Context: an optimization exercise on an open-source flow, tuned for small area, a short achievable clock period and few clock cycles per item. The choices shown serve that exercise and are no tape-out recipe.
RTL that was checked went through simulation tests only; none was proved equivalent to the original.
For run 1, only the layout was checked, not whether the RTL still works.
Power and IR drop assume default switching activity.

## flow/flow/flip_fa.py

```python
#!/usr/bin/env python3
"""Post-synthesis clean-up of inverters around full adders.

A full adder is self-dual: FA(~a, ~b, ~c) = (~sum, ~cout). Synthesis often
leaves inverters between full adders. This script chooses a set of full
adders to "flip" (feed them the complements of their inputs; their outputs
then carry the complements of the original values) so that fewer signals
need an inverted copy, then rebuilds the inverters: one inverter per signal
that some input needs inverted. Registers and all other cells are left as
they are; the logic function of every register input and output port is
unchanged.

usage: flip_fa.py IN.v OUT.v
"""
import re, sys, collections

OUTP = {'X', 'Y', 'Q', 'Q_N', 'SUM', 'COUT', 'HI', 'LO'}

def is_inv(t):
    return re.match(r'sky130_fd_sc_hd__(inv|clkinv)_\d+$', t) is not None

def is_fa(t):
    return re.match(r'sky130_fd_sc_hd__fa_\d+$', t) is not None

def norm(n):
    return n.strip()

def emit_net(n):
    return n + ' ' if n.startswith('\\') else n

def main():
    src, dst = sys.argv[1], sys.argv[2]
    text = open(src).read()
    cell_re = re.compile(r'^  (sky130_fd_sc_hd__\w+) (\S+)\s+\((.*?)\n  \);\n', re.S | re.M)
    cells = []
    first = None; last = None
    for m in cell_re.finditer(text):
        if first is None: first = m.start()
        last = m.end()
        pins = [(p, norm(n)) for p, n in re.findall(r'\.(\w+)\(([^()]*)\)', m.group(3))]
        cells.append([m.group(1), m.group(2), pins])
    head, tail = text[:first], text[last:]
    assert tail.strip().startswith('endmodule'), 'unexpected netlist layout'
    assert 'assign' not in head and 'assign' not in tail, 'assign statements not handled'
    # port bits
    ports = set()
    for kind, rng, names in re.findall(r'^\s*(input|output|inout)\s*(\[[^\]]*\])?\s*([^;]*);', head, re.M):
        for nm in names.split(','):
            nm = nm.strip()
            if rng:
                hi, lo = [int(x) for x in rng[1:-1].split(':')]
                for b in range(min(hi, lo), max(hi, lo) + 1):
                    ports.add(f'{nm}[{b}]')
            ports.add(nm)
    drv = {}
    for i, (t, nm, pins) in enumerate(cells):
        for p, n in pins:
            if p in OUTP:
                drv[n] = (i, p)
    removable = [is_inv(t) and dict(pins)['Y'] not in ports for t, nm, pins in cells]
    fa = [is_fa(t) for t, nm, pins in cells]

    def root(n):
        par = 0
        while n in drv and removable[drv[n][0]]:
            n = dict(cells[drv[n][0]][2])['A']
            par ^= 1
        return n, par

    # consumer pins: (cell, pin index, root, parity)
    cons = collections.defaultdict(list)
    for i, (t, nm, pins) in enumerate(cells):
        if removable[i]: continue
        for k, (p, n) in enumerate(pins):
            if p in OUTP: continue
            r, q = root(n)
            cons[r].append((i, k, q))

    def rdrv(r):
        if r in drv and fa[drv[r][0]]:
            return drv[r][0]
        return None

    flip = [0] * len(cells)

    def need(r):
        d = rdrv(r)
        fd = flip[d] if d is not None else 0
        return any(q ^ fd ^ (flip[i] if fa[i] else 0) for i, k, q in cons[r])

    touch = collections.defaultdict(set)
    for r, lst in cons.items():
        for i, k, q in lst:
            touch[i].add(r)
        d = rdrv(r)
        if d is not None:
            touch[d].add(r)
    before = sum(need(r) for r in cons)
    improved = True
    while improved:
        improved = False
        for i in range(len(cells)):
            if not fa[i]: continue
            rs = touch[i]
            b = sum(need(r) for r in rs)
            flip[i] ^= 1
            a = sum(need(r) for r in rs)
            if a < b:
                improved = True
            else:
                flip[i] ^= 1
    after = sum(need(r) for r in cons)

    # the outputs of flipped adders now carry complemented values: rename them
    ren = {}
    for i in range(len(cells)):
        if flip[i]:
            for k, (p, n) in enumerate(cells[i][2]):
                if p in OUTP:
                    assert n not in ports
                    ren[n] = f'_ff{len(ren)}_'
                    cells[i][2][k] = (p, ren[n])
    # rebuild
    invnet = {}
    newcells = []
    wires = []
    for r in sorted(cons):
        if need(r):
            n = f'_fi{len(invnet)}_'
            invnet[r] = n
            wires.append(f'  wire {n};\n')
            newcells.append(f'  sky130_fd_sc_hd__inv_1 _fic{len(newcells)}_ (\n    .A({emit_net(ren.get(r, r))}),\n    .Y({n})\n  );\n')
    for r, lst in cons.items():
        d = rdrv(r)
        fd = flip[d] if d is not None else 0
        for i, k, q in lst:
            par = q ^ fd ^ (flip[i] if fa[i] else 0)
            p, n = cells[i][2][k]
            cells[i][2][k] = (p, invnet[r] if par else ren.get(r, r))
    # drop declarations of wires no cell uses any more (the removed inverters' outputs)
    used = set()
    for i, (t, nm, pins) in enumerate(cells):
        if removable[i]: continue
        for p, n in pins:
            used.add(n)
            used.add(re.sub(r'\[\d+\]$', '', n))
    def keep(line):
        m = re.match(r'^  wire (\S+) ?;$', line)
        if not m: return True
        return m.group(1) in used or m.group(1) in ports
    head = '\n'.join(l for l in head.split('\n') if keep(l))
    out = [head.rstrip('\n') + '\n']
    out.extend(wires)
    out.extend(f'  wire {n};\n' for n in ren.values())
    for i, (t, nm, pins) in enumerate(cells):
        if removable[i]: continue
        body = ',\n'.join(f'    .{p}({emit_net(n)})' for p, n in pins)
        out.append(f'  {t} {emit_net(nm)} (\n{body}\n  );\n')
    out.extend(newcells)
    out.append(tail)
    open(dst, 'w').write(''.join(out))
    nrem = sum(removable)
    sys.stderr.write(f'flip_fa: removed {nrem} inverters, added {len(newcells)}; '
                     f'flipped {sum(flip)} of {sum(fa)} full adders '
                     f'(inverted signals {before} -> {after})\n')

main()
```

## flow/flow/io.tcl

```tcl
# Keep the two ready pins of the stream side by side: s_axis_tready is a
# combinational function of m_axis_tready (the only input-to-output path).
set_io_pin_constraint -group -order -pin_names {m_axis_tready s_axis_tready}
```

## flow/standard.sh

```bash
#!/bin/bash
# synth_recipe.tcl (not shown) runs the flow's synth.tcl, then flattens the netlist and writes it again
# the make line also repeats each setting of config.mk as NAME=value (left out here)
make -C /OpenROAD-flow-scripts/flow DESIGN_CONFIG=/design/flow/config.mk WORK_HOME=/design/flow/orfs CLKGATE_MAP_FILE= SYNTH_SCRIPT=/design/flow/synth_recipe.tcl "${@:-finish}"
```

## flow/design.v

```verilog
`timescale 1ns / 1ps
module gain_core_s1 (
    input  wire [15:0] d,
    input  wire [23:0] bg,      
    output wire [19:0] ra,
    output wire [19:0] rb,
    output wire [2:0]  cin      
);
    wire neg0 = bg[2];
    wire two0 = bg[1];
    wire one0 = bg[0];
    wire neg1 = bg[5];
    wire two1 = bg[4];
    wire one1 = bg[3];
    wire neg2 = bg[8];
    wire two2 = bg[7];
    wire one2 = bg[6];
    wire neg3 = bg[11];
    wire two3 = bg[10];
    wire one3 = bg[9];
    wire neg4 = bg[14];
    wire two4 = bg[13];
    wire one4 = bg[12];
    wire neg5 = bg[17];
    wire two5 = bg[16];
    wire one5 = bg[15];
    wire neg6 = bg[20];
    wire two6 = bg[19];
    wire one6 = bg[18];
    wire neg7 = bg[23];
    wire two7 = bg[22];
    wire one7 = bg[21];
    wire [16:0] dx = {d[15], d};
    wire pp0_0 = (one0 & dx[0]) ^ neg0;
    wire pp0_1 = ((one0 & dx[1]) | (two0 & dx[0])) ^ neg0;
    wire pp0_2 = ((one0 & dx[2]) | (two0 & dx[1])) ^ neg0;
    wire pp0_3 = ((one0 & dx[3]) | (two0 & dx[2])) ^ neg0;
    wire pp0_4 = ((one0 & dx[4]) | (two0 & dx[3])) ^ neg0;
    wire pp0_5 = ((one0 & dx[5]) | (two0 & dx[4])) ^ neg0;
    wire pp0_6 = ((one0 & dx[6]) | (two0 & dx[5])) ^ neg0;
    wire pp0_7 = ((one0 & dx[7]) | (two0 & dx[6])) ^ neg0;
    wire pp0_8 = ((one0 & dx[8]) | (two0 & dx[7])) ^ neg0;
    wire pp0_9 = ((one0 & dx[9]) | (two0 & dx[8])) ^ neg0;
    wire pp0_10 = ((one0 & dx[10]) | (two0 & dx[9])) ^ neg0;
    wire pp0_11 = ((one0 & dx[11]) | (two0 & dx[10])) ^ neg0;
    wire pp0_12 = ((one0 & dx[12]) | (two0 & dx[11])) ^ neg0;
    wire pp0_13 = ((one0 & dx[13]) | (two0 & dx[12])) ^ neg0;
    wire pp0_14 = ((one0 & dx[14]) | (two0 & dx[13])) ^ neg0;
    wire pp0_15 = ((one0 & dx[15]) | (two0 & dx[14])) ^ neg0;
    wire pp0_16 = ~(((one0 & dx[16]) | (two0 & dx[15])) ^ neg0);
    wire pp1_0 = (one1 & dx[0]) ^ neg1;
    wire pp1_1 = ((one1 & dx[1]) | (two1 & dx[0])) ^ neg1;
    wire pp1_2 = ((one1 & dx[2]) | (two1 & dx[1])) ^ neg1;
    wire pp1_3 = ((one1 & dx[3]) | (two1 & dx[2])) ^ neg1;
    wire pp1_4 = ((one1 & dx[4]) | (two1 & dx[3])) ^ neg1;
    wire pp1_5 = ((one1 & dx[5]) | (two1 & dx[4])) ^ neg1;
    wire pp1_6 = ((one1 & dx[6]) | (two1 & dx[5])) ^ neg1;
    wire pp1_7 = ((one1 & dx[7]) | (two1 & dx[6])) ^ neg1;
    wire pp1_8 = ((one1 & dx[8]) | (two1 & dx[7])) ^ neg1;
    wire pp1_9 = ((one1 & dx[9]) | (two1 & dx[8])) ^ neg1;
    wire pp1_10 = ((one1 & dx[10]) | (two1 & dx[9])) ^ neg1;
    wire pp1_11 = ((one1 & dx[11]) | (two1 & dx[10])) ^ neg1;
    wire pp1_12 = ((one1 & dx[12]) | (two1 & dx[11])) ^ neg1;
    wire pp1_13 = ((one1 & dx[13]) | (two1 & dx[12])) ^ neg1;
    wire pp1_14 = ((one1 & dx[14]) | (two1 & dx[13])) ^ neg1;
    wire pp1_15 = ((one1 & dx[15]) | (two1 & dx[14])) ^ neg1;
    wire pp1_16 = ~(((one1 & dx[16]) | (two1 & dx[15])) ^ neg1);
    wire pp2_0 = (one2 & dx[0]) ^ neg2;
    wire pp2_1 = ((one2 & dx[1]) | (two2 & dx[0])) ^ neg2;
    wire pp2_2 = ((one2 & dx[2]) | (two2 & dx[1])) ^ neg2;
    wire pp2_3 = ((one2 & dx[3]) | (two2 & dx[2])) ^ neg2;
    wire pp2_4 = ((one2 & dx[4]) | (two2 & dx[3])) ^ neg2;
    wire pp2_5 = ((one2 & dx[5]) | (two2 & dx[4])) ^ neg2;
    wire pp2_6 = ((one2 & dx[6]) | (two2 & dx[5])) ^ neg2;
    wire pp2_7 = ((one2 & dx[7]) | (two2 & dx[6])) ^ neg2;
    wire pp2_8 = ((one2 & dx[8]) | (two2 & dx[7])) ^ neg2;
    wire pp2_9 = ((one2 & dx[9]) | (two2 & dx[8])) ^ neg2;
    wire pp2_10 = ((one2 & dx[10]) | (two2 & dx[9])) ^ neg2;
    wire pp2_11 = ((one2 & dx[11]) | (two2 & dx[10])) ^ neg2;
    wire pp2_12 = ((one2 & dx[12]) | (two2 & dx[11])) ^ neg2;
    wire pp2_13 = ((one2 & dx[13]) | (two2 & dx[12])) ^ neg2;
    wire pp2_14 = ((one2 & dx[14]) | (two2 & dx[13])) ^ neg2;
    wire pp2_15 = ((one2 & dx[15]) | (two2 & dx[14])) ^ neg2;
    wire pp2_16 = ~(((one2 & dx[16]) | (two2 & dx[15])) ^ neg2);
    wire pp3_0 = (one3 & dx[0]) ^ neg3;
    wire pp3_1 = ((one3 & dx[1]) | (two3 & dx[0])) ^ neg3;
    wire pp3_2 = ((one3 & dx[2]) | (two3 & dx[1])) ^ neg3;
    wire pp3_3 = ((one3 & dx[3]) | (two3 & dx[2])) ^ neg3;
    wire pp3_4 = ((one3 & dx[4]) | (two3 & dx[3])) ^ neg3;
    wire pp3_5 = ((one3 & dx[5]) | (two3 & dx[4])) ^ neg3;
    wire pp3_6 = ((one3 & dx[6]) | (two3 & dx[5])) ^ neg3;
    wire pp3_7 = ((one3 & dx[7]) | (two3 & dx[6])) ^ neg3;
    wire pp3_8 = ((one3 & dx[8]) | (two3 & dx[7])) ^ neg3;
    wire pp3_9 = ((one3 & dx[9]) | (two3 & dx[8])) ^ neg3;
    wire pp3_10 = ((one3 & dx[10]) | (two3 & dx[9])) ^ neg3;
    wire pp3_11 = ((one3 & dx[11]) | (two3 & dx[10])) ^ neg3;
    wire pp3_12 = ((one3 & dx[12]) | (two3 & dx[11])) ^ neg3;
    wire pp3_13 = ((one3 & dx[13]) | (two3 & dx[12])) ^ neg3;
    wire pp3_14 = ((one3 & dx[14]) | (two3 & dx[13])) ^ neg3;
    wire pp3_15 = ((one3 & dx[15]) | (two3 & dx[14])) ^ neg3;
    wire pp3_16 = ~(((one3 & dx[16]) | (two3 & dx[15])) ^ neg3);
    wire pp4_0 = (one4 & dx[0]) ^ neg4;
    wire pp4_1 = ((one4 & dx[1]) | (two4 & dx[0])) ^ neg4;
    wire pp4_2 = ((one4 & dx[2]) | (two4 & dx[1])) ^ neg4;
    wire pp4_3 = ((one4 & dx[3]) | (two4 & dx[2])) ^ neg4;
    wire pp4_4 = ((one4 & dx[4]) | (two4 & dx[3])) ^ neg4;
    wire pp4_5 = ((one4 & dx[5]) | (two4 & dx[4])) ^ neg4;
    wire pp4_6 = ((one4 & dx[6]) | (two4 & dx[5])) ^ neg4;
    wire pp4_7 = ((one4 & dx[7]) | (two4 & dx[6])) ^ neg4;
    wire pp4_8 = ((one4 & dx[8]) | (two4 & dx[7])) ^ neg4;
    wire pp4_9 = ((one4 & dx[9]) | (two4 & dx[8])) ^ neg4;
    wire pp4_10 = ((one4 & dx[10]) | (two4 & dx[9])) ^ neg4;
    wire pp4_11 = ((one4 & dx[11]) | (two4 & dx[10])) ^ neg4;
    wire pp4_12 = ((one4 & dx[12]) | (two4 & dx[11])) ^ neg4;
    wire pp4_13 = ((one4 & dx[13]) | (two4 & dx[12])) ^ neg4;
    wire pp4_14 = ((one4 & dx[14]) | (two4 & dx[13])) ^ neg4;
    wire pp4_15 = ((one4 & dx[15]) | (two4 & dx[14])) ^ neg4;
    wire pp4_16 = ~(((one4 & dx[16]) | (two4 & dx[15])) ^ neg4);
    wire pp5_0 = (one5 & dx[0]) ^ neg5;
    wire pp5_1 = ((one5 & dx[1]) | (two5 & dx[0])) ^ neg5;
    wire pp5_2 = ((one5 & dx[2]) | (two5 & dx[1])) ^ neg5;
    wire pp5_3 = ((one5 & dx[3]) | (two5 & dx[2])) ^ neg5;
    wire pp5_4 = ((one5 & dx[4]) | (two5 & dx[3])) ^ neg5;
    wire pp5_5 = ((one5 & dx[5]) | (two5 & dx[4])) ^ neg5;
    wire pp5_6 = ((one5 & dx[6]) | (two5 & dx[5])) ^ neg5;
    wire pp5_7 = ((one5 & dx[7]) | (two5 & dx[6])) ^ neg5;
    wire pp5_8 = ((one5 & dx[8]) | (two5 & dx[7])) ^ neg5;
    wire pp5_9 = ((one5 & dx[9]) | (two5 & dx[8])) ^ neg5;
    wire pp5_10 = ((one5 & dx[10]) | (two5 & dx[9])) ^ neg5;
    wire pp5_11 = ((one5 & dx[11]) | (two5 & dx[10])) ^ neg5;
    wire pp5_12 = ((one5 & dx[12]) | (two5 & dx[11])) ^ neg5;
    wire pp5_13 = ((one5 & dx[13]) | (two5 & dx[12])) ^ neg5;
    wire pp5_14 = ((one5 & dx[14]) | (two5 & dx[13])) ^ neg5;
    wire pp5_15 = ((one5 & dx[15]) | (two5 & dx[14])) ^ neg5;
    wire pp5_16 = ~(((one5 & dx[16]) | (two5 & dx[15])) ^ neg5);
    wire pp6_0 = (one6 & dx[0]) ^ neg6;
    wire pp6_1 = ((one6 & dx[1]) | (two6 & dx[0])) ^ neg6;
    wire pp6_2 = ((one6 & dx[2]) | (two6 & dx[1])) ^ neg6;
    wire pp6_3 = ((one6 & dx[3]) | (two6 & dx[2])) ^ neg6;
    wire pp6_4 = ((one6 & dx[4]) | (two6 & dx[3])) ^ neg6;
    wire pp6_5 = ((one6 & dx[5]) | (two6 & dx[4])) ^ neg6;
    wire pp6_6 = ((one6 & dx[6]) | (two6 & dx[5])) ^ neg6;
    wire pp6_7 = ((one6 & dx[7]) | (two6 & dx[6])) ^ neg6;
    wire pp6_8 = ((one6 & dx[8]) | (two6 & dx[7])) ^ neg6;
    wire pp6_9 = ((one6 & dx[9]) | (two6 & dx[8])) ^ neg6;
    wire pp6_10 = ((one6 & dx[10]) | (two6 & dx[9])) ^ neg6;
    wire pp6_11 = ((one6 & dx[11]) | (two6 & dx[10])) ^ neg6;
    wire pp6_12 = ((one6 & dx[12]) | (two6 & dx[11])) ^ neg6;
    wire pp6_13 = ((one6 & dx[13]) | (two6 & dx[12])) ^ neg6;
    wire pp6_14 = ((one6 & dx[14]) | (two6 & dx[13])) ^ neg6;
    wire pp6_15 = ((one6 & dx[15]) | (two6 & dx[14])) ^ neg6;
    wire pp6_16 = ~(((one6 & dx[16]) | (two6 & dx[15])) ^ neg6);
    wire pp7_0 = (one7 & dx[0]) ^ neg7;
    wire pp7_1 = ((one7 & dx[1]) | (two7 & dx[0])) ^ neg7;
    wire pp7_2 = ((one7 & dx[2]) | (two7 & dx[1])) ^ neg7;
    wire pp7_3 = ((one7 & dx[3]) | (two7 & dx[2])) ^ neg7;
    wire pp7_4 = ((one7 & dx[4]) | (two7 & dx[3])) ^ neg7;
    wire pp7_5 = ((one7 & dx[5]) | (two7 & dx[4])) ^ neg7;
    wire pp7_6 = ((one7 & dx[6]) | (two7 & dx[5])) ^ neg7;
    wire pp7_7 = ((one7 & dx[7]) | (two7 & dx[6])) ^ neg7;
    wire pp7_8 = ((one7 & dx[8]) | (two7 & dx[7])) ^ neg7;
    wire pp7_9 = ((one7 & dx[9]) | (two7 & dx[8])) ^ neg7;
    wire pp7_10 = ((one7 & dx[10]) | (two7 & dx[9])) ^ neg7;
    wire pp7_11 = ((one7 & dx[11]) | (two7 & dx[10])) ^ neg7;
    wire pp7_12 = ((one7 & dx[12]) | (two7 & dx[11])) ^ neg7;
    wire pp7_13 = ((one7 & dx[13]) | (two7 & dx[12])) ^ neg7;
    wire pp7_14 = ((one7 & dx[14]) | (two7 & dx[13])) ^ neg7;
    wire pp7_15 = ((one7 & dx[15]) | (two7 & dx[14])) ^ neg7;
    wire pp7_16 = ~(((one7 & dx[16]) | (two7 & dx[15])) ^ neg7);
    wire s1, c2;
    assign s1 = pp0_10 ^ pp1_8;
    assign c2 = pp0_10 & pp1_8;
    wire s3, c4;
    assign s3 = pp0_11 ^ pp1_9 ^ pp2_7;
    assign c4 = (pp0_11 & pp1_9) | (pp2_7 & (pp0_11 ^ pp1_9));
    wire s5, c6;
    assign s5 = pp0_12 ^ pp1_10 ^ pp2_8;
    assign c6 = (pp0_12 & pp1_10) | (pp2_8 & (pp0_12 ^ pp1_10));
    wire s7, c8;
    assign s7 = pp3_6 ^ pp4_4;
    assign c8 = pp3_6 & pp4_4;
    wire s9, c10;
    assign s9 = pp0_13 ^ pp1_11 ^ pp2_9;
    assign c10 = (pp0_13 & pp1_11) | (pp2_9 & (pp0_13 ^ pp1_11));
    wire s11, c12;
    assign s11 = pp3_7 ^ pp4_5;
    assign c12 = pp3_7 & pp4_5;
    wire s13, c14;
    assign s13 = pp0_14 ^ pp1_12 ^ pp2_10;
    assign c14 = (pp0_14 & pp1_12) | (pp2_10 & (pp0_14 ^ pp1_12));
    wire s15, c16;
    assign s15 = pp3_8 ^ pp4_6 ^ pp5_4;
    assign c16 = (pp3_8 & pp4_6) | (pp5_4 & (pp3_8 ^ pp4_6));
    wire s17, c18;
    assign s17 = pp6_2 ^ pp7_0;
    assign c18 = pp6_2 & pp7_0;
    wire s19, c20;
    assign s19 = pp0_15 ^ pp1_13 ^ pp2_11;
    assign c20 = (pp0_15 & pp1_13) | (pp2_11 & (pp0_15 ^ pp1_13));
    wire s21, c22;
    assign s21 = pp3_9 ^ pp4_7 ^ pp5_5;
    assign c22 = (pp3_9 & pp4_7) | (pp5_5 & (pp3_9 ^ pp4_7));
    wire s23, c24;
    assign s23 = pp6_3 ^ pp7_1;
    assign c24 = pp6_3 & pp7_1;
    wire s25, c26;
    assign s25 = pp0_16 ^ pp1_14 ^ pp2_12;
    assign c26 = (pp0_16 & pp1_14) | (pp2_12 & (pp0_16 ^ pp1_14));
    wire s27, c28;
    assign s27 = pp3_10 ^ pp4_8 ^ pp5_6;
    assign c28 = (pp3_10 & pp4_8) | (pp5_6 & (pp3_10 ^ pp4_8));
    wire s29, c30;
    assign s29 = pp6_4 ^ pp7_2 ^ 1'b1;
    assign c30 = (pp6_4 & pp7_2) | (1'b1 & (pp6_4 ^ pp7_2));
    wire s31, c32;
    assign s31 = pp1_15 ^ pp2_13 ^ pp3_11;
    assign c32 = (pp1_15 & pp2_13) | (pp3_11 & (pp1_15 ^ pp2_13));
    wire s33, c34;
    assign s33 = pp4_9 ^ pp5_7 ^ pp6_5;
    assign c34 = (pp4_9 & pp5_7) | (pp6_5 & (pp4_9 ^ pp5_7));
    wire s35, c36;
    assign s35 = pp7_3 ^ 1'b1;
    assign c36 = pp7_3 & 1'b1;
    wire s37, c38;
    assign s37 = pp1_16 ^ pp2_14 ^ pp3_12;
    assign c38 = (pp1_16 & pp2_14) | (pp3_12 & (pp1_16 ^ pp2_14));
    wire s39, c40;
    assign s39 = pp4_10 ^ pp5_8 ^ pp6_6;
    assign c40 = (pp4_10 & pp5_8) | (pp6_6 & (pp4_10 ^ pp5_8));
    wire s41, c42;
    assign s41 = pp2_15 ^ pp3_13 ^ pp4_11;
    assign c42 = (pp2_15 & pp3_13) | (pp4_11 & (pp2_15 ^ pp3_13));
    wire s43, c44;
    assign s43 = pp5_9 ^ pp6_7;
    assign c44 = pp5_9 & pp6_7;
    wire s45, c46;
    assign s45 = pp2_16 ^ pp3_14 ^ pp4_12;
    assign c46 = (pp2_16 & pp3_14) | (pp4_12 & (pp2_16 ^ pp3_14));
    wire s47, c48;
    assign s47 = pp3_15 ^ pp4_13;
    assign c48 = pp3_15 & pp4_13;
    wire s49, c50;
    assign s49 = pp0_6 ^ pp1_4;
    assign c50 = pp0_6 & pp1_4;
    wire s51, c52;
    assign s51 = pp0_7 ^ pp1_5;
    assign c52 = pp0_7 & pp1_5;
    wire s53, c54;
    assign s53 = pp0_8 ^ pp1_6 ^ pp2_4;
    assign c54 = (pp0_8 & pp1_6) | (pp2_4 & (pp0_8 ^ pp1_6));
    wire s55, c56;
    assign s55 = pp3_2 ^ pp4_0;
    assign c56 = pp3_2 & pp4_0;
    wire s57, c58;
    assign s57 = pp0_9 ^ pp1_7 ^ pp2_5;
    assign c58 = (pp0_9 & pp1_7) | (pp2_5 & (pp0_9 ^ pp1_7));
    wire s59, c60;
    assign s59 = pp3_3 ^ pp4_1;
    assign c60 = pp3_3 & pp4_1;
    wire s61, c62;
    assign s61 = s1 ^ pp2_6 ^ pp3_4;
    assign c62 = (s1 & pp2_6) | (pp3_4 & (s1 ^ pp2_6));
    wire s63, c64;
    assign s63 = pp4_2 ^ pp5_0 ^ neg5;
    assign c64 = (pp4_2 & pp5_0) | (neg5 & (pp4_2 ^ pp5_0));
    wire s65, c66;
    assign s65 = c2 ^ s3 ^ pp3_5;
    assign c66 = (c2 & s3) | (pp3_5 & (c2 ^ s3));
    wire s67, c68;
    assign s67 = pp4_3 ^ pp5_1 ^ 1'b1;
    assign c68 = (pp4_3 & pp5_1) | (1'b1 & (pp4_3 ^ pp5_1));
    wire s69, c70;
    assign s69 = c4 ^ s5 ^ s7;
    assign c70 = (c4 & s5) | (s7 & (c4 ^ s5));
    wire s71, c72;
    assign s71 = pp5_2 ^ pp6_0 ^ neg6;
    assign c72 = (pp5_2 & pp6_0) | (neg6 & (pp5_2 ^ pp6_0));
    wire s73, c74;
    assign s73 = c6 ^ c8 ^ s9;
    assign c74 = (c6 & c8) | (s9 & (c6 ^ c8));
    wire s75, c76;
    assign s75 = s11 ^ pp5_3 ^ pp6_1;
    assign c76 = (s11 & pp5_3) | (pp6_1 & (s11 ^ pp5_3));
    wire s77, c78;
    assign s77 = c10 ^ c12 ^ s13;
    assign c78 = (c10 & c12) | (s13 & (c10 ^ c12));
    wire s79, c80;
    assign s79 = s15 ^ s17 ^ neg7;
    assign c80 = (s15 & s17) | (neg7 & (s15 ^ s17));
    wire s81, c82;
    assign s81 = c14 ^ c16 ^ c18;
    assign c82 = (c14 & c16) | (c18 & (c14 ^ c16));
    wire s83, c84;
    assign s83 = s19 ^ s21 ^ s23;
    assign c84 = (s19 & s21) | (s23 & (s19 ^ s21));
    wire s85, c86;
    assign s85 = c20 ^ c22 ^ c24;
    assign c86 = (c20 & c22) | (c24 & (c20 ^ c22));
    wire s87, c88;
    assign s87 = s25 ^ s27 ^ s29;
    assign c88 = (s25 & s27) | (s29 & (s25 ^ s27));
    wire s89, c90;
    assign s89 = c26 ^ c28 ^ c30;
    assign c90 = (c26 & c28) | (c30 & (c26 ^ c28));
    wire s91, c92;
    assign s91 = s31 ^ s33 ^ s35;
    assign c92 = (s31 & s33) | (s35 & (s31 ^ s33));
    wire s93, c94;
    assign s93 = c32 ^ c34 ^ c36;
    assign c94 = (c32 & c34) | (c36 & (c32 ^ c34));
    wire s95, c96;
    assign s95 = s37 ^ s39 ^ pp7_4;
    assign c96 = (s37 & s39) | (pp7_4 & (s37 ^ s39));
    wire s97, c98;
    assign s97 = c38 ^ c40 ^ s41;
    assign c98 = (c38 & c40) | (s41 & (c38 ^ c40));
    wire s99, c100;
    assign s99 = s43 ^ pp7_5 ^ 1'b1;
    assign c100 = (s43 & pp7_5) | (1'b1 & (s43 ^ pp7_5));
    wire s101, c102;
    assign s101 = c42 ^ c44 ^ s45;
    assign c102 = (c42 & c44) | (s45 & (c42 ^ c44));
    wire s103, c104;
    assign s103 = pp5_10 ^ pp6_8 ^ pp7_6;
    assign c104 = (pp5_10 & pp6_8) | (pp7_6 & (pp5_10 ^ pp6_8));
    wire s105, c106;
    assign s105 = c46 ^ s47 ^ pp5_11;
    assign c106 = (c46 & s47) | (pp5_11 & (c46 ^ s47));
    wire s107, c108;
    assign s107 = pp6_9 ^ pp7_7 ^ 1'b1;
    assign c108 = (pp6_9 & pp7_7) | (1'b1 & (pp6_9 ^ pp7_7));
    wire s109, c110;
    assign s109 = c48 ^ pp3_16 ^ pp4_14;
    assign c110 = (c48 & pp3_16) | (pp4_14 & (c48 ^ pp3_16));
    wire s111, c112;
    assign s111 = pp5_12 ^ pp6_10 ^ pp7_8;
    assign c112 = (pp5_12 & pp6_10) | (pp7_8 & (pp5_12 ^ pp6_10));
    wire s113, c114;
    assign s113 = pp4_15 ^ pp5_13 ^ pp6_11;
    assign c114 = (pp4_15 & pp5_13) | (pp6_11 & (pp4_15 ^ pp5_13));
    wire s115, c116;
    assign s115 = pp7_9 ^ 1'b1;
    assign c116 = pp7_9 & 1'b1;
    wire s117, c118;
    assign s117 = pp4_16 ^ pp5_14 ^ pp6_12;
    assign c118 = (pp4_16 & pp5_14) | (pp6_12 & (pp4_16 ^ pp5_14));
    wire s119, c120;
    assign s119 = pp5_15 ^ pp6_13;
    assign c120 = pp5_15 & pp6_13;
    wire s121, c122;
    assign s121 = pp0_4 ^ pp1_2;
    assign c122 = pp0_4 & pp1_2;
    wire s123, c124;
    assign s123 = pp0_5 ^ pp1_3;
    assign c124 = pp0_5 & pp1_3;
    wire s125, c126;
    assign s125 = s49 ^ pp2_2 ^ pp3_0;
    assign c126 = (s49 & pp2_2) | (pp3_0 & (s49 ^ pp2_2));
    wire s127, c128;
    assign s127 = c50 ^ s51 ^ pp2_3;
    assign c128 = (c50 & s51) | (pp2_3 & (c50 ^ s51));
    wire s129, c130;
    assign s129 = c52 ^ s53 ^ s55;
    assign c130 = (c52 & s53) | (s55 & (c52 ^ s53));
    wire s131, c132;
    assign s131 = c54 ^ c56 ^ s57;
    assign c132 = (c54 & c56) | (s57 & (c54 ^ c56));
    wire s133, c134;
    assign s133 = c58 ^ c60 ^ s61;
    assign c134 = (c58 & c60) | (s61 & (c58 ^ c60));
    wire s135, c136;
    assign s135 = c62 ^ c64 ^ s65;
    assign c136 = (c62 & c64) | (s65 & (c62 ^ c64));
    wire s137, c138;
    assign s137 = c66 ^ c68 ^ s69;
    assign c138 = (c66 & c68) | (s69 & (c66 ^ c68));
    wire s139, c140;
    assign s139 = c70 ^ c72 ^ s73;
    assign c140 = (c70 & c72) | (s73 & (c70 ^ c72));
    wire s141, c142;
    assign s141 = c74 ^ c76 ^ s77;
    assign c142 = (c74 & c76) | (s77 & (c74 ^ c76));
    wire s143, c144;
    assign s143 = c78 ^ c80 ^ s81;
    assign c144 = (c78 & c80) | (s81 & (c78 ^ c80));
    wire s145, c146;
    assign s145 = c82 ^ c84 ^ s85;
    assign c146 = (c82 & c84) | (s85 & (c82 ^ c84));
    wire s147, c148;
    assign s147 = c86 ^ c88 ^ s89;
    assign c148 = (c86 & c88) | (s89 & (c86 ^ c88));
    wire s149, c150;
    assign s149 = c90 ^ c92 ^ s93;
    assign c150 = (c90 & c92) | (s93 & (c90 ^ c92));
    wire s151, c152;
    assign s151 = c94 ^ c96 ^ s97;
    assign c152 = (c94 & c96) | (s97 & (c94 ^ c96));
    wire s153, c154;
    assign s153 = c98 ^ c100 ^ s101;
    assign c154 = (c98 & c100) | (s101 & (c98 ^ c100));
    wire s155, c156;
    assign s155 = c102 ^ c104 ^ s105;
    assign c156 = (c102 & c104) | (s105 & (c102 ^ c104));
    wire s157, c158;
    assign s157 = c106 ^ c108 ^ s109;
    assign c158 = (c106 & c108) | (s109 & (c106 ^ c108));
    wire s159, c160;
    assign s159 = c110 ^ c112 ^ s113;
    assign c160 = (c110 & c112) | (s113 & (c110 ^ c112));
    wire s161, c162;
    assign s161 = c114 ^ c116 ^ s117;
    assign c162 = (c114 & c116) | (s117 & (c114 ^ c116));
    wire s163, c164;
    assign s163 = c118 ^ s119 ^ pp7_11;
    assign c164 = (c118 & s119) | (pp7_11 & (c118 ^ s119));
    wire s165, c166;
    assign s165 = c120 ^ pp5_16 ^ pp6_14;
    assign c166 = (c120 & pp5_16) | (pp6_14 & (c120 ^ pp5_16));
    wire s167, c168;
    assign s167 = pp6_15 ^ pp7_13;
    assign c168 = pp6_15 & pp7_13;
    wire s169, c170;
    assign s169 = pp0_2 ^ pp1_0;
    assign c170 = pp0_2 & pp1_0;
    wire s171, c172;
    assign s171 = pp0_3 ^ pp1_1;
    assign c172 = pp0_3 & pp1_1;
    wire s173, c174;
    assign s173 = s121 ^ pp2_0 ^ neg2;
    assign c174 = (s121 & pp2_0) | (neg2 & (s121 ^ pp2_0));
    wire s175, c176;
    assign s175 = c122 ^ s123 ^ pp2_1;
    assign c176 = (c122 & s123) | (pp2_1 & (c122 ^ s123));
    wire s177, c178;
    assign s177 = c124 ^ s125 ^ neg3;
    assign c178 = (c124 & s125) | (neg3 & (c124 ^ s125));
    wire s179, c180;
    assign s179 = c126 ^ s127 ^ pp3_1;
    assign c180 = (c126 & s127) | (pp3_1 & (c126 ^ s127));
    wire s181, c182;
    assign s181 = c128 ^ s129 ^ neg4;
    assign c182 = (c128 & s129) | (neg4 & (c128 ^ s129));
    wire s183, c184;
    assign s183 = c130 ^ s131 ^ s59;
    assign c184 = (c130 & s131) | (s59 & (c130 ^ s131));
    wire s185, c186;
    assign s185 = c132 ^ s133 ^ s63;
    assign c186 = (c132 & s133) | (s63 & (c132 ^ s133));
    wire s187, c188;
    assign s187 = c134 ^ s135 ^ s67;
    assign c188 = (c134 & s135) | (s67 & (c134 ^ s135));
    wire s189, c190;
    assign s189 = c136 ^ s137 ^ s71;
    assign c190 = (c136 & s137) | (s71 & (c136 ^ s137));
    wire s191, c192;
    assign s191 = c138 ^ s139 ^ s75;
    assign c192 = (c138 & s139) | (s75 & (c138 ^ s139));
    wire s193, c194;
    assign s193 = c140 ^ s141 ^ s79;
    assign c194 = (c140 & s141) | (s79 & (c140 ^ s141));
    wire s195, c196;
    assign s195 = c142 ^ s143 ^ s83;
    assign c196 = (c142 & s143) | (s83 & (c142 ^ s143));
    wire s197, c198;
    assign s197 = c144 ^ s145 ^ s87;
    assign c198 = (c144 & s145) | (s87 & (c144 ^ s145));
    wire s199, c200;
    assign s199 = c146 ^ s147 ^ s91;
    assign c200 = (c146 & s147) | (s91 & (c146 ^ s147));
    wire s201, c202;
    assign s201 = c148 ^ s149 ^ s95;
    assign c202 = (c148 & s149) | (s95 & (c148 ^ s149));
    wire s203, c204;
    assign s203 = c150 ^ s151 ^ s99;
    assign c204 = (c150 & s151) | (s99 & (c150 ^ s151));
    wire s205, c206;
    assign s205 = c152 ^ s153 ^ s103;
    assign c206 = (c152 & s153) | (s103 & (c152 ^ s153));
    wire s207, c208;
    assign s207 = c154 ^ s155 ^ s107;
    assign c208 = (c154 & s155) | (s107 & (c154 ^ s155));
    wire s209, c210;
    assign s209 = c156 ^ s157 ^ s111;
    assign c210 = (c156 & s157) | (s111 & (c156 ^ s157));
    wire s211, c212;
    assign s211 = c158 ^ s159 ^ s115;
    assign c212 = (c158 & s159) | (s115 & (c158 ^ s159));
    wire s213, c214;
    assign s213 = c160 ^ s161 ^ pp7_10;
    assign c214 = (c160 & s161) | (pp7_10 & (c160 ^ s161));
    wire s215, c216;
    assign s215 = c162 ^ s163 ^ 1'b1;
    assign c216 = (c162 & s163) | (1'b1 & (c162 ^ s163));
    wire s217, c218;
    assign s217 = c164 ^ s165 ^ pp7_12;
    assign c218 = (c164 & s165) | (pp7_12 & (c164 ^ s165));
    wire s219, c220;
    assign s219 = c166 ^ s167 ^ 1'b1;
    assign c220 = (c166 & s167) | (1'b1 & (c166 ^ s167));
    wire s221, c222;
    assign s221 = c168 ^ pp6_16 ^ pp7_14;
    assign c222 = (c168 & pp6_16) | (pp7_14 & (c168 ^ pp6_16));
    wire s223, c224;
    assign s223 = pp7_15 ^ 1'b1;
    assign c224 = pp7_15 & 1'b1;
    wire [11:0] la = {c186, c184, c182, c180, c178, c176, c174, c172, c170, s169, pp0_1, pp0_0};
    wire [11:0] lb = {s187, s185, s183, s181, s179, s177, s175, s173, s171, neg1, 1'b0, neg0};
    wire lgi0 = la[0] & lb[0];
    wire lpi0 = la[0] ^ lb[0];
    wire lgi1 = la[1] & lb[1];
    wire lpi1 = la[1] ^ lb[1];
    wire lgi2 = la[2] & lb[2];
    wire lpi2 = la[2] ^ lb[2];
    wire lgi3 = la[3] & lb[3];
    wire lpi3 = la[3] ^ lb[3];
    wire lgi4 = la[4] & lb[4];
    wire lpi4 = la[4] ^ lb[4];
    wire lgi5 = la[5] & lb[5];
    wire lpi5 = la[5] ^ lb[5];
    wire lgi6 = la[6] & lb[6];
    wire lpi6 = la[6] ^ lb[6];
    wire lgi7 = la[7] & lb[7];
    wire lpi7 = la[7] ^ lb[7];
    wire lgi8 = la[8] & lb[8];
    wire lpi8 = la[8] ^ lb[8];
    wire lgi9 = la[9] & lb[9];
    wire lpi9 = la[9] ^ lb[9];
    wire qgu0_1 = lgi1 | (lpi1 & lgi0);
    wire qgu0_3 = lgi3 | (lpi3 & lgi2);
    wire qpu0_3 = lpi3 & lpi2;
    wire qgu0_5 = lgi5 | (lpi5 & lgi4);
    wire qpu0_5 = lpi5 & lpi4;
    wire qgu0_7 = lgi7 | (lpi7 & lgi6);
    wire qpu0_7 = lpi7 & lpi6;
    wire qgu0_9 = lgi9 | (lpi9 & lgi8);
    wire qpu0_9 = lpi9 & lpi8;
    wire qgu1_3 = qgu0_3 | (qpu0_3 & qgu0_1);
    wire qgu1_7 = qgu0_7 | (qpu0_7 & qgu0_5);
    wire qpu1_7 = qpu0_7 & qpu0_5;
    wire qgu2_7 = qgu1_7 | (qpu1_7 & qgu1_3);
    wire qgd6_5 = qgu0_5 | (qpu0_5 & qgu1_3);
    wire qgd6_9 = qgu0_9 | (qpu0_9 & qgu2_7);
    wire qgd7_2 = lgi2 | (lpi2 & qgu0_1);
    wire qgd7_4 = lgi4 | (lpi4 & qgu1_3);
    wire qgd7_6 = lgi6 | (lpi6 & qgd6_5);
    wire qgd7_8 = lgi8 | (lpi8 & qgu2_7);
    assign cin[0] = qgd6_9;
    wire [1:0] lg = la[11:10] & lb[11:10];
    wire [1:0] lp = la[11:10] ^ lb[11:10];
    assign cin[1] = lg[1] | (lp[1] & lg[0]);
    assign cin[2] = &lp;
    assign ra = {1'b1, c224, c222, c220, c218, c216, c214, c212, c210, c208, c206, c204, c202, c200, c198, c196, c194, c192, c190, c188};
    assign rb = {1'b0, pp7_16, s223, s221, s219, s217, s215, s213, s211, s209, s207, s205, s203, s201, s199, s197, s195, s193, s191, s189};
endmodule
module gain_recode (
    input  wire [15:0] g,
    output wire [23:0] bg
);
    assign bg[2] = g[1];
    assign bg[1] = ((g[1] & ~g[0] & ~1'b0) | (~g[1] & g[0] & 1'b0));
    assign bg[0] = (g[0] ^ 1'b0);
    assign bg[5] = g[3];
    assign bg[4] = ((g[3] & ~g[2] & ~g[1]) | (~g[3] & g[2] & g[1]));
    assign bg[3] = (g[2] ^ g[1]);
    assign bg[8] = g[5];
    assign bg[7] = ((g[5] & ~g[4] & ~g[3]) | (~g[5] & g[4] & g[3]));
    assign bg[6] = (g[4] ^ g[3]);
    assign bg[11] = g[7];
    assign bg[10] = ((g[7] & ~g[6] & ~g[5]) | (~g[7] & g[6] & g[5]));
    assign bg[9] = (g[6] ^ g[5]);
    assign bg[14] = g[9];
    assign bg[13] = ((g[9] & ~g[8] & ~g[7]) | (~g[9] & g[8] & g[7]));
    assign bg[12] = (g[8] ^ g[7]);
    assign bg[17] = g[11];
    assign bg[16] = ((g[11] & ~g[10] & ~g[9]) | (~g[11] & g[10] & g[9]));
    assign bg[15] = (g[10] ^ g[9]);
    assign bg[20] = g[13];
    assign bg[19] = ((g[13] & ~g[12] & ~g[11]) | (~g[13] & g[12] & g[11]));
    assign bg[18] = (g[12] ^ g[11]);
    assign bg[23] = g[15];
    assign bg[22] = ((g[15] & ~g[14] & ~g[13]) | (~g[15] & g[14] & g[13]));
    assign bg[21] = (g[14] ^ g[13]);
endmodule
module gain_core_s2 (
    input  wire [19:0] ra,
    input  wire [19:0] rb,
    input  wire [2:0]  cin,
    output wire [15:0] data_o
);
    wire c = cin[1] | (cin[2] & cin[0]);
    wire g0 = ra[0] & rb[0];
    wire p0 = ra[0] ^ rb[0];
    wire g1 = ra[1] & rb[1];
    wire p1 = ra[1] ^ rb[1];
    wire g2 = ra[2] & rb[2];
    wire p2 = ra[2] ^ rb[2];
    wire g3 = ra[3] & rb[3];
    wire p3 = ra[3] ^ rb[3];
    wire g4 = ra[4] & rb[4];
    wire p4 = ra[4] ^ rb[4];
    wire g5 = ra[5] & rb[5];
    wire p5 = ra[5] ^ rb[5];
    wire g6 = ra[6] & rb[6];
    wire p6 = ra[6] ^ rb[6];
    wire g7 = ra[7] & rb[7];
    wire p7 = ra[7] ^ rb[7];
    wire g8 = ra[8] & rb[8];
    wire p8 = ra[8] ^ rb[8];
    wire g9 = ra[9] & rb[9];
    wire p9 = ra[9] ^ rb[9];
    wire g10 = ra[10] & rb[10];
    wire p10 = ra[10] ^ rb[10];
    wire g11 = ra[11] & rb[11];
    wire p11 = ra[11] ^ rb[11];
    wire g12 = ra[12] & rb[12];
    wire p12 = ra[12] ^ rb[12];
    wire g13 = ra[13] & rb[13];
    wire p13 = ra[13] ^ rb[13];
    wire g14 = ra[14] & rb[14];
    wire p14 = ra[14] ^ rb[14];
    wire g15 = ra[15] & rb[15];
    wire p15 = ra[15] ^ rb[15];
    wire g16 = ra[16] & rb[16];
    wire p16 = ra[16] ^ rb[16];
    wire g17 = ra[17] & rb[17];
    wire p17 = ra[17] ^ rb[17];
    wire g18 = ra[18] & rb[18];
    wire p18 = ra[18] ^ rb[18];
    wire g19 = ra[19] & rb[19];
    wire p19 = ra[19] ^ rb[19];
    wire kgu0_1 = g0 | (p0 & c);
    wire kgu0_3 = g2 | (p2 & g1);
    wire kpu0_3 = p2 & p1;
    wire kgu0_5 = g4 | (p4 & g3);
    wire kpu0_5 = p4 & p3;
    wire kgu0_7 = g6 | (p6 & g5);
    wire kpu0_7 = p6 & p5;
    wire kgu0_9 = g8 | (p8 & g7);
    wire kpu0_9 = p8 & p7;
    wire kgu0_11 = g10 | (p10 & g9);
    wire kpu0_11 = p10 & p9;
    wire kgu0_13 = g12 | (p12 & g11);
    wire kpu0_13 = p12 & p11;
    wire kgu0_15 = g14 | (p14 & g13);
    wire kpu0_15 = p14 & p13;
    wire kgu0_17 = g16 | (p16 & g15);
    wire kpu0_17 = p16 & p15;
    wire kgu0_19 = g18 | (p18 & g17);
    wire kpu0_19 = p18 & p17;
    wire kgu1_3 = kgu0_3 | (kpu0_3 & kgu0_1);
    wire kgu1_7 = kgu0_7 | (kpu0_7 & kgu0_5);
    wire kpu1_7 = kpu0_7 & kpu0_5;
    wire kgu1_11 = kgu0_11 | (kpu0_11 & kgu0_9);
    wire kpu1_11 = kpu0_11 & kpu0_9;
    wire kgu1_15 = kgu0_15 | (kpu0_15 & kgu0_13);
    wire kpu1_15 = kpu0_15 & kpu0_13;
    wire kgu1_19 = kgu0_19 | (kpu0_19 & kgu0_17);
    wire kpu1_19 = kpu0_19 & kpu0_17;
    wire kgu2_7 = kgu1_7 | (kpu1_7 & kgu1_3);
    wire kgu2_15 = kgu1_15 | (kpu1_15 & kgu1_11);
    wire kpu2_15 = kpu1_15 & kpu1_11;
    wire kgu3_15 = kgu2_15 | (kpu2_15 & kgu2_7);
    wire kgd7_11 = kgu1_11 | (kpu1_11 & kgu2_7);
    wire kgd7_19 = kgu1_19 | (kpu1_19 & kgu3_15);
    wire kgd8_5 = kgu0_5 | (kpu0_5 & kgu1_3);
    wire kgd8_9 = kgu0_9 | (kpu0_9 & kgu2_7);
    wire kgd8_13 = kgu0_13 | (kpu0_13 & kgd7_11);
    wire kgd8_17 = kgu0_17 | (kpu0_17 & kgu3_15);
    wire kgd9_2 = g1 | (p1 & kgu0_1);
    wire kgd9_4 = g3 | (p3 & kgu1_3);
    wire kgd9_6 = g5 | (p5 & kgd8_5);
    wire kgd9_8 = g7 | (p7 & kgu2_7);
    wire kgd9_10 = g9 | (p9 & kgd8_9);
    wire kgd9_12 = g11 | (p11 & kgd7_11);
    wire kgd9_14 = g13 | (p13 & kgd8_13);
    wire kgd9_16 = g15 | (p15 & kgu3_15);
    wire kgd9_18 = g17 | (p17 & kgd8_17);
    wire kgd9_20 = g19 | (p19 & kgd7_19);
    wire [19:0] r;
    assign r[0] = p0 ^ c;
    assign r[1] = p1 ^ kgu0_1;
    assign r[2] = p2 ^ kgd9_2;
    assign r[3] = p3 ^ kgu1_3;
    assign r[4] = p4 ^ kgd9_4;
    assign r[5] = p5 ^ kgd8_5;
    assign r[6] = p6 ^ kgd9_6;
    assign r[7] = p7 ^ kgu2_7;
    assign r[8] = p8 ^ kgd9_8;
    assign r[9] = p9 ^ kgd8_9;
    assign r[10] = p10 ^ kgd9_10;
    assign r[11] = p11 ^ kgd7_11;
    assign r[12] = p12 ^ kgd9_12;
    assign r[13] = p13 ^ kgd8_13;
    assign r[14] = p14 ^ kgd9_14;
    assign r[15] = p15 ^ kgu3_15;
    assign r[16] = p16 ^ kgd9_16;
    assign r[17] = p17 ^ kgd8_17;
    assign r[18] = p18 ^ kgd9_18;
    assign r[19] = p19 ^ kgd7_19;
    wire ovf = ~(&r[19:15] | ~|r[19:15]);
    assign data_o = ovf ? {r[19], {15{~r[19]}}} : r[15:0];
endmodule
module gain_core (
    input  wire [15:0] data_i,
    input  wire [15:0] gain_i,
    output wire [15:0] data_o
);
    wire [19:0] ra, rb;
    wire [2:0] cin;
    wire [23:0] bg;
    gain_recode  u_rc (.g(gain_i), .bg(bg));
    gain_core_s1 u_s1 (.d(data_i), .bg(bg), .ra(ra), .rb(rb), .cin(cin));
    gain_core_s2 u_s2 (.ra(ra), .rb(rb), .cin(cin), .data_o(data_o));
endmodule
`timescale 1ns / 1ps
module axis_gain_wrapper #(
    parameter integer C_S_AXI_DATA_WIDTH = 32,
    parameter integer C_S_AXI_ADDR_WIDTH = 4,
    parameter integer AUDIO_WIDTH        = 16,
    parameter integer GAIN_FBITS         = 12
)(
    input  wire aclk,
    input  wire aresetn,
    input  wire [31:0] s_axis_tdata,
    input  wire        s_axis_tlast,
    input  wire        s_axis_tvalid,
    output wire        s_axis_tready,
    output wire [31:0] m_axis_tdata,
    output wire        m_axis_tlast,
    output wire        m_axis_tvalid,
    input  wire        m_axis_tready,
    input  wire [C_S_AXI_ADDR_WIDTH-1:0] s_axi_awaddr,
    input  wire                          s_axi_awvalid,
    output wire                          s_axi_awready,
    input  wire [C_S_AXI_DATA_WIDTH-1:0] s_axi_wdata,
    input  wire [3:0]                    s_axi_wstrb,
    input  wire                          s_axi_wvalid,
    output wire                          s_axi_wready,
    output wire [1:0]                    s_axi_bresp,
    output reg                           s_axi_bvalid,
    input  wire                          s_axi_bready,
    input  wire [C_S_AXI_ADDR_WIDTH-1:0] s_axi_araddr,
    input  wire                          s_axi_arvalid,
    output wire                          s_axi_arready,
    output reg  [C_S_AXI_DATA_WIDTH-1:0] s_axi_rdata,
    output wire [1:0]                    s_axi_rresp,
    output reg                           s_axi_rvalid,
    input  wire                          s_axi_rready
);
    reg [31:0] reg_control;
    reg [31:0] reg_gain_l;
    reg [31:0] reg_gain_r;
    reg        wack;       
    reg [1:0]  rsel;       
    assign s_axi_awready = wack;
    assign s_axi_wready  = wack;
    assign s_axi_bresp   = 2'b00;
    assign s_axi_rresp   = 2'b00;
    assign s_axi_arready = !s_axi_rvalid;
    wire wgo = s_axi_awvalid && s_axi_wvalid && !wack && !s_axi_bvalid && !s_axi_rvalid;
    wire [1:0] addr_w = s_axi_awaddr[3:2];
    wire [31:0] wd_ctl = s_axi_wdata & {32{aresetn}};
    wire [31:0] wd_gn  = {wd_ctl[31:13], s_axi_wdata[12] | !aresetn, wd_ctl[11:0]};
    wire we_ctl = (wgo && addr_w == 2'd0) || !aresetn;
    wire we_gl  = (wgo && addr_w == 2'd1) || !aresetn;
    wire we_gr  = (wgo && addr_w == 2'd2) || !aresetn;
    always @(posedge aclk) begin
        if (we_ctl) reg_control <= wd_ctl;
        if (we_gl)  reg_gain_l  <= wd_gn;
        if (we_gr)  reg_gain_r  <= wd_gn;
    end
    always @(posedge aclk) begin
        if (!aresetn) begin
            wack         <= 1'b0;
            s_axi_bvalid <= 1'b0;
        end else begin
            wack <= wgo;
            if (wack)
                s_axi_bvalid <= 1'b1;
            else if (s_axi_bready)
                s_axi_bvalid <= 1'b0;
        end
    end
    wire rgo = s_axi_arvalid && !s_axi_rvalid;
    always @(posedge aclk) begin
        if (!aresetn) begin
            s_axi_rvalid <= 1'b0;
        end else begin
            if (rgo)
                s_axi_rvalid <= 1'b1;
            else if (s_axi_rready)
                s_axi_rvalid <= 1'b0;
        end
    end
    always @(posedge aclk) begin
        if (rgo) rsel <= s_axi_araddr[3:2];
    end
    always @* begin
        case (rsel)
            2'd0:    s_axi_rdata = reg_control;
            2'd1:    s_axi_rdata = reg_gain_l;
            2'd2:    s_axi_rdata = reg_gain_r;
            default: s_axi_rdata = 32'b0;
        endcase
    end
    reg        v0, l0;
    reg [31:0] d0;
    reg [23:0] b0l, b0r;              
    reg        v1, l1;
    reg [19:0] ral, rbl, rar, rbr;    
    reg [2:0]  cil, cir;      
    reg        v2, l2;
    reg [31:0] o2;
    wire ce = m_axis_tready || !v2;
    assign s_axis_tready = ce;
    assign m_axis_tvalid = v2;
    assign m_axis_tlast  = l2;
    assign m_axis_tdata  = o2;
    wire [15:0] gl = reg_control[0] ? reg_gain_l[15:0] : 16'h1000;
    wire [15:0] gr = reg_control[0] ? reg_gain_r[15:0] : 16'h1000;
    wire [23:0] bgl, bgr;
    gain_recode u_rc_l (.g(gl), .bg(bgl));
    gain_recode u_rc_r (.g(gr), .bg(bgr));
    wire [19:0] ral_d, rbl_d, rar_d, rbr_d;
    wire [2:0]  cil_d, cir_d;
    wire [15:0] ol_d, or_d;
    gain_core_s1 u_s1_l (.d(d0[15:0]),  .bg(b0l), .ra(ral_d), .rb(rbl_d), .cin(cil_d));
    gain_core_s1 u_s1_r (.d(d0[31:16]), .bg(b0r), .ra(rar_d), .rb(rbr_d), .cin(cir_d));
    gain_core_s2 u_s2_l (.ra(ral), .rb(rbl), .cin(cil), .data_o(ol_d));
    gain_core_s2 u_s2_r (.ra(rar), .rb(rbr), .cin(cir), .data_o(or_d));
    always @(posedge aclk) begin
        if (ce) begin
            d0  <= s_axis_tdata;
            l0  <= s_axis_tlast;
            b0l <= bgl;
            b0r <= bgr;
            ral <= ral_d;
            rbl <= rbl_d;
            cil <= cil_d;
            rar <= rar_d;
            rbr <= rbr_d;
            cir <= cir_d;
            l1  <= l0;
            o2  <= {or_d, ol_d};
            l2  <= l1;
        end
    end
    always @(posedge aclk) begin
        if (!aresetn) begin
            v0 <= 1'b0;
            v1 <= 1'b0;
            v2 <= 1'b0;
        end else if (ce) begin
            v0 <= s_axis_tvalid;
            v1 <= v0;
            v2 <= v1;
        end
    end
endmodule
```

## flow/flow/run.sh

```bash
#!/bin/bash
# Standard layout with two changes:
#  - the port buffers use the smallest buffer cell;
#  - m_axis_tready and s_axis_tready sit next to each other (flow/io.tcl);
#  - after the standard synthesis, flow/flip_fa.py removes inverters around
#    full adders (a full adder is self-dual, so some adders take the
#    complements of their inputs instead); registers are not touched.
# Each step's output goes to its own log file in this folder.
set -euo pipefail
export BUFFER_PORTS_ARGS="-buffer_cell sky130_fd_sc_hd__buf_1"
export IO_CONSTRAINTS="$PWD/flow/io.tcl"
RES=orfs/results/sky130hd/axis_gain_wrapper/base
bash standard.sh synth > synth_flow.log 2>&1
cp "$RES/1_2_yosys.v" synth_netlist_standard.v
python3 flow/flip_fa.py synth_netlist_standard.v "$RES/1_2_yosys.v" > flip_fa.log 2>&1
touch "$RES/1_2_yosys.v"
bash standard.sh > layout_flow.log 2>&1
```

## flow/constraint.sdc

```tcl
create_clock -name core_clock -period 8.0 [get_ports {aclk}]
set_input_delay 1.6000 -clock core_clock [delete_from_list [all_inputs] [get_ports {aclk}]]
set_output_delay 1.6000 -clock core_clock [all_outputs]
set_load 0.01 [all_outputs]
```

## flow/config.mk

```make
export PLATFORM = sky130hd
export DESIGN_NAME = axis_gain_wrapper
export DESIGN_NICKNAME = axis_gain_wrapper
export VERILOG_FILES = /design/flow/design.v
export SDC_FILE = /design/flow/constraint.sdc
export NUM_CORES = 4
export LEC_CHECK = 0
export ABC_AREA = 1
export CAP_MARGIN = 20
export CORE_MARGIN = 2
export CORE_UTILIZATION = 40
export CTS_BUF_LIST = sky130_fd_sc_hd__clkbuf_4 sky130_fd_sc_hd__clkbuf_8
export SETUP_SLACK_MARGIN = 4.3
export SLEW_MARGIN = 20
```

==> metrics.md, run 1 <==
| Metric | Value |
|---|---|
| Outcome | `timing/DRC/antenna clean` |
| Switching Share | `0.396` |
| # nets final | `roughly 2600` |
| Hold Startpoint | `l1$_DFFE_PP_` |
| Cell area after layout | `25900 um^2` |
| Worst r2r path cells | `10` |
| Worst skew pair latency | `0.65 ns` |
| Clock Tree Buf Depth | `3` |
| Layout cells sized above 1 | `0.143` |
| Reg-to-Reg End | `cir[1]$_DFFE_PP_` |
| Fmax | `265 MHz` |
| Crit start category | `flip-flop` |
| CP Max Fanout | `8` |
| Hold/Removal Path Class | `reg -> reg` |
| P&R area growth vs syn | `16.4%` |
| Die Span Y | `about 240 um` |
| GP Congestion | `0.881` |
| NetSw | `3.33 mW` |
| CTS tree | `done` |
| Vias per cell | `between 5 and 6` |
| Routed Antenna Nets | `0` |
| Setup total negative slack | `0 ns` |
| CP arrival | `2.17 ns` |
| Die width | `240 um` |
| Antenna violations before repair | `5` |
| WP data required | `6.40 ns` |
| Clock Sink Count | `301` |
| DR vias | `around 16000` |
| DR DRC count | `0` |
| Routed wire length | `56300 um` |
| GRT Total Usage | `0.198` |
| Tightest Pin Transition | `1.01 ns` |
| CP Capture Type | `output pin` |
| RSZ-0062 raised after global routing | `true` |
| First-pass GRT wire length | `about 89000 um` |
| DRT Pass-1 Iters | `8` |
| Fillers | `5131` |
| Clock Skews | `0.0387 ns` |
| Cell row count | `86` |
| Minimum clock period | `3.77 ns` |
| Clock transition at the registers of the reported paths | `0.06 ns` |
| Combinational power share | `0.509` |
| Root Buffer Master | `clkbuf_8` |
| Synth Warn # | `1` |
| Reg power frac | `0.311` |
| Setup Viol. Count Final | `0` |
| Period utilization | `0.471` |
| PwrDens | `325 nW/um^2` |
| Largest net degree at the start of global routing | `153` |
| Worst Hold Path EP | `l2$_DFFE_PP_` |
| Peak VDD IR | `approximately 150 uV` |
| Vias in the first global route | `16100` |
| Port bufs | `149` |
| Total grt overflow | `0` |
| MaxCap Viol Count | `0` |
| Routed wire per std cell | `18.6 um` |
| Worst slew margin | `0.330` |
| Detailed placement HPWL | `approximately 38000 um` |
| Crit path kind | `reg -> out` |
| Clock share of power | `0.180` |
| Slew Viols, Final | `0` |
| Instance count of the mapped netlist | `between 2000 and 2500` |
| Internal | `5.08 mW` |
| R2R Path Start | `b0r[0]$_DFFE_PP_` |
| 1st-iter DRT viols | `about 1100` |
| Mean Syn Cell Area | `about 11 um^2` |
| Count of hold-fix buffers inserted at cts | `0` |
| Starting Density | `0.404` |
| Die ar. | `about 58000 um^2` |
| Dpl cell area | `23400 um^2` |
| Final Hold Vio Count | `0` |
| Storage element area | `8980 um^2` |
| P_leak | `11.5 nW` |
| # IOs | `162` |
| H-tree levels | `2` |
| Mapped cell area | `approximately 22000 um^2` |
| Core area | `55100 um^2` |
| Num CTS Buffers | `54` |
| Hold depth | `0` |
| Multi-input logic area | `11800 um^2` |
| Flop2flop setup slack | `4.32 ns` |
worst max-delay path by stage:
stage,startpoint,end,slack [ns],cells past startpoint
3_3_place_gp,b0l[5]$_DFFE_PP_,cil[1]$_DFFE_PP_,3.83,9
3_5_place_dp,b0l[5]$_DFFE_PP_,cil[1]$_DFFE_PP_,3.80,9
4_1_cts,rsel[0]$_DFFE_PP_,s_axi_rdata[8],4.22,5
5_1_grt,rsel[0]$_DFFE_PP_,s_axi_rdata[10],4.19,5
2_1_floorplan,m_axis_tready,s_axis_tready,2.46,2
6_report,rsel[0]$_DFFE_PP_,s_axi_rdata[10],4.23,5
sequential cells by signal, summed over array words and instances (netlist names), 2 cells and up:
name,flops
reg_gain_r,32
d0,32
o2,32
cir,3
b0l,24
rbr,19
rar,19
reg_control,32
b0r,24
rbl,19
ral,19
cil,3
reg_gain_l,32
rsel,2
layout make-up:
cell class | instances | area share
Multi-Input combinational cell | 1289 | 0.455
Sequential cell | 301 | 0.347
Clock buffer | 66 | 0.0322
Tap cell | 748 | 0.0362
Antenna cell | 2 | 0.000193
Timing Repair Buffer | 245 | 0.0635
Clock inverter | 34 | 0.0114
Inverter | 348 | 0.0551
routing by layer:
metal / part of all wire / GRT usage / vias to the layer above
met3: 0.085 / 0.0492 / 166
li1: - / - / 7293
met2: 0.45 / 0.306 / 680
met4: 0.044 / 0.102 / 4
met1: 0.42 / 0.257 / 7509
met5: 0.00057 / 0 / -
power by group through the flow:
stage                     Clock (mW)  Combinational (mW)  Sequential [mW]
after global routing            1.63                4.94             2.66
after detailed placement           0                4.16             2.66
after CTS                       1.57                4.27             2.62
after floorplan                    0                3.10             2.64
final                           1.51                4.28             2.61
after global placement             0                4.06             2.65
through the flow:
step	hold slack (ns)	worst slack (ns)	power [mW]	std cells	utilization
after floorplan	0.400	2.46	5.74	2050	-
after global placement	0.408	3.83	6.71	2845	0.425
after detailed placement	0.406	3.80	6.82	2845	0.425
after CTS	0.420	4.22	8.47	3012	0.463
after global routing	0.426	4.19	9.23	3032	0.470
final	0.417	4.23	8.41	3033	0.470
timing repair:
item | in CTS | in global routing
setup buffers | 61 | 17
gates cloned | 6 | 2
setup endpoints to repair | 61 | 49
gates resized for setup | 101 | 34
pin swaps | 10 | 24
critical path, stage by stage (launching register included):
cell      delay [ns]
edfxtp_1        0.44
buf_12          0.16
or2_4           0.33
buf_16          0.18
o211ai_1        0.23
buf_4           0.20
placed cells by master (no fill, tap or decap), types with 5 or more instances in the layout:
cell	count
inv_1	315
edfxtp_1	295
nor2_1	14
nand2_4	12
a21oi_1	26
clkinv_1	16
o211ai_1	23
buf_1	114
buf_12	8
o31ai_1	8
xnor2_1	10
nor2_4	6
clkbuf_8	54
clkinvlp_4	37
clkbuf_4	12
dfxtp_1	6
nand2_2	13
clkinv_2	6
buf_2	23
or2_2	5
a22oi_1	6
xor2_1	271
o22ai_2	8
o22ai_1	228
nand2_1	222
o221ai_4	5
fa_1	183
o21ai_0	38
buf_6	7
buf_4	84
nand4_1	11
bufinv_16	5
ha_1	100
a31oi_1	5
nand3_1	45
==> run 2, diff against run 1 <==
--- a/flow/design.v
+++ b/flow/design.v
@@ -753,3 +753,3 @@
     reg        wack;       
-    reg [1:0]  rsel;       
+    reg [2:0]  rsel;       
     assign s_axi_awready = wack;
@@ -795,11 +795,12 @@
     always @(posedge aclk) begin
-        if (rgo) rsel <= s_axi_araddr[3:2];
+        if (rgo) begin
+            rsel[0] <= s_axi_araddr[3:2] == 2'd0;
+            rsel[1] <= s_axi_araddr[3:2] == 2'd1;
+            rsel[2] <= s_axi_araddr[3:2] == 2'd2;
+        end
     end
     always @* begin
-        case (rsel)
-            2'd0:    s_axi_rdata = reg_control;
-            2'd1:    s_axi_rdata = reg_gain_l;
-            2'd2:    s_axi_rdata = reg_gain_r;
-            default: s_axi_rdata = 32'b0;
-        endcase
+        s_axi_rdata = ({32{rsel[0]}} & reg_control) |
+                      ({32{rsel[1]}} & reg_gain_l) |
+                      ({32{rsel[2]}} & reg_gain_r);
     end
--- a/flow/config.mk
+++ b/flow/config.mk
@@ -8,3 +8,3 @@
 export ABC_AREA = 1
-export CAP_MARGIN = 20
+export CAP_MARGIN = 5
 export CORE_MARGIN = 2
@@ -12,3 +12,3 @@
 export CTS_BUF_LIST = sky130_fd_sc_hd__clkbuf_4 sky130_fd_sc_hd__clkbuf_8
-export SETUP_SLACK_MARGIN = 4.3
-export SLEW_MARGIN = 20
+export SETUP_SLACK_MARGIN = 4.35
+export SLEW_MARGIN = 5
==> metrics.md, run 2 <==
| Metric | Value |
|---|---|
| Hold Startpoint | `l1$_DFFE_PP_ (unchanged)` |
| Dpl cell area | `23200 um^2 (was 23400 um^2)` |
| Setup total negative slack | `0 ns (unchanged)` |
| R2R Path Start | `b0l[0]$_DFFE_PP_ (was b0r[0]$_DFFE_PP_)` |
| # IOs | `162 (unchanged)` |
| Final Hold Vio Count | `0 (unchanged)` |
| CP Max Fanout | `2 (was 8)` |
| GRT Total Usage | `0.187 (was 0.198)` |
| Core area | `54900 um^2 (was 55100 um^2)` |
| Crit path kind | `in -> out (was reg -> out)` |
| Worst skew pair latency | `0.66 ns (was 0.65 ns)` |
| Die ar. | `57200 um^2 (was 57500 um^2)` |
| Period utilization | `0.455 (was 0.471)` |
| Detailed placement HPWL | `36500 um (was 37900 um)` |
| MaxCap Viol Count | `0 (unchanged)` |
| Peak VDD IR | `164 uV (was 146 uV)` |
| Worst Hold Path EP | `l2$_DFFE_PP_ (unchanged)` |
| Hold/Removal Path Class | `reg -> reg (unchanged)` |
| Outcome | `timing/DRC/antenna clean (unchanged)` |
| Flop2flop setup slack | `4.39 ns (was 4.32 ns)` |
| Antenna violations before repair | `7 (was 5)` |
| Slowest stage delay, CP | `0.13 ns (was 0.44 ns)` |
| Worst r2r path cells | `10 (unchanged)` |
| Hold depth | `0 (unchanged)` |
| Count of hold-fix buffers inserted at cts | `0 (unchanged)` |
| H-tree levels | `2 (unchanged)` |
| Num CTS Buffers | `54 (unchanged)` |
| Cell mode on critical path | `buf_6` |
| PwrDens | `333 nW/um^2 (was 325 nW/um^2)` |
| Final design utilization | `0.457 (was 0.470)` |
| Minimum clock period | `3.64 ns (was 3.77 ns)` |
| DR DRC count | `0 (unchanged)` |
| DRT Pass-1 Iters | `5 (was 8)` |
| Routed wire per std cell | `17.7 um (was 18.6 um)` |
| Crit start category | `input pin (was flip-flop)` |
| Most frequent cells in the layout | `nand2_1, edfxtp_1, inv_1 (was inv_1, edfxtp_1, xor2_1)` |
| Routed wire length | `52700 um (was 56300 um)` |
| Tightest Pin Transition | `0.844 ns (was 1.01 ns)` |
| Tot Pwr | `8.35 mW (was 8.41 mW)` |
| Die width | `239 um (was 240 um)` |
| CP Capture Type | `output pin (unchanged)` |
| Port bufs | `149 (unchanged)` |
| GP Congestion | `0.890 (was 0.881)` |
| Crit-path cells | `buf_6 -> nor2_4 -> clkinvlp_4 -> buf_6 (was buf_12 -> or2_4 -> buf_16 -> o211ai_1 -> buf_4)` |
| Starting Density | `0.403 (was 0.404)` |
| P_leak | `11.2 nW (was 11.5 nW)` |
| P&R area growth vs syn | `13.3% (was 16.4%)` |
| WP data required | `6.40 ns (about the same)` |
| Cell row count | `86 (unchanged)` |
==> run 2: power by group <==
| part | switching, mW | total [mW] | internal [mW] |
|---|---|---|---|
| Sequential | 0.193 | 2.63 | 2.44 |
| Combinational | 2.45 | 4.22 | 1.78 |
| Clock | 0.648 | 1.49 | 0.847 |
| Total | 3.29 | 8.35 | 5.07 |
==> run 2: area by class of cell <==
cell class | instances | area [um^2]
Antenna cell | 5 | 12.5
Clock buffer | 75 | 932
Clock inverter | 20 | 184
Fill cell | 5117 | 29800
Inverter | 316 | 1290
Multi-Input combinational cell | 1335 | 11600
Sequential cell | 302 | 9010
Tap cell | 704 | 881
Timing Repair Buffer | 222 | 1140
==> run 2: worst max path at each step <==
stage / slack [ns] / cells after the start / startpoint / endpoint
2_1_floorplan: 2.46 / 2 / m_axis_tready / s_axis_tready
3_3_place_gp: 3.82 / 9 / b0r[5]$_DFFE_PP_ / cir[1]$_DFFE_PP_
3_5_place_dp: 3.78 / 9 / b0l[5]$_DFFE_PP_ / cil[1]$_DFFE_PP_
4_1_cts: 4.32 / 9 / b0l[8]$_DFFE_PP_ / cil[1]$_DFFE_PP_
5_1_grt: 4.27 / 10 / b0l[3]$_DFFE_PP_ / cil[1]$_DFFE_PP_
6_report: 4.36 / 4 / m_axis_tready / s_axis_tready
==> run 2: routing by layer <==
layer | GRT usage | vias up | share of wire
met1 | 0.253 | 7333 | 0.44
met3 | 0.0525 | 120 | 0.086
met2 | 0.282 | 552 | 0.44
li1 | - | 7238 | -
met4 | 0.0784 | 6 | 0.034
met5 | 0 | - | 0.00076
==> run 2: repair_timing <==
action,4_1_cts,5_1_grt
setup endpoints to repair,69,21
buffers inserted,50,13
pin swaps,1,14
resized for setup,29,23
==> run 2: per-stage QoR <==
stage | setup slack (ns) | instances
global route | 4.27 | 2975
global placement | 3.82 | 2816
detailed placement | 3.78 | 2816
CTS | 4.32 | 2961
finish | 4.36 | 2979
floorplan | 2.46 | 2062
Testbench counts of run 2, summed over its fixed seeds: cycles 16,480, samples 16,384.

[re-timing with driven ports]
How much do the figures lean on ideal ports? The routed layouts below were timed once more, with nothing changed but the port constraints.
Step 1 assumes that a clkbuf_16 drives the clock port and a buf_2 every other input.
Step 2, shift: input delay + t, output delay - t, t = (earliest + latest rising clock arrival at the registers) / 2. This alone moves slack from input paths to output paths.
a / b / c = no drivers / after step 1 / after step 2; a / b = the first two.
| run | t, ns | slack for setup (ns) |
|---|---|---|
| run 1 | 0.688 | 4.232 / 4.175 / 4.305 |
| run 2 | 0.698 | 4.364 / 4.315 / 4.315 |
After both steps every run listed still meets setup and hold.
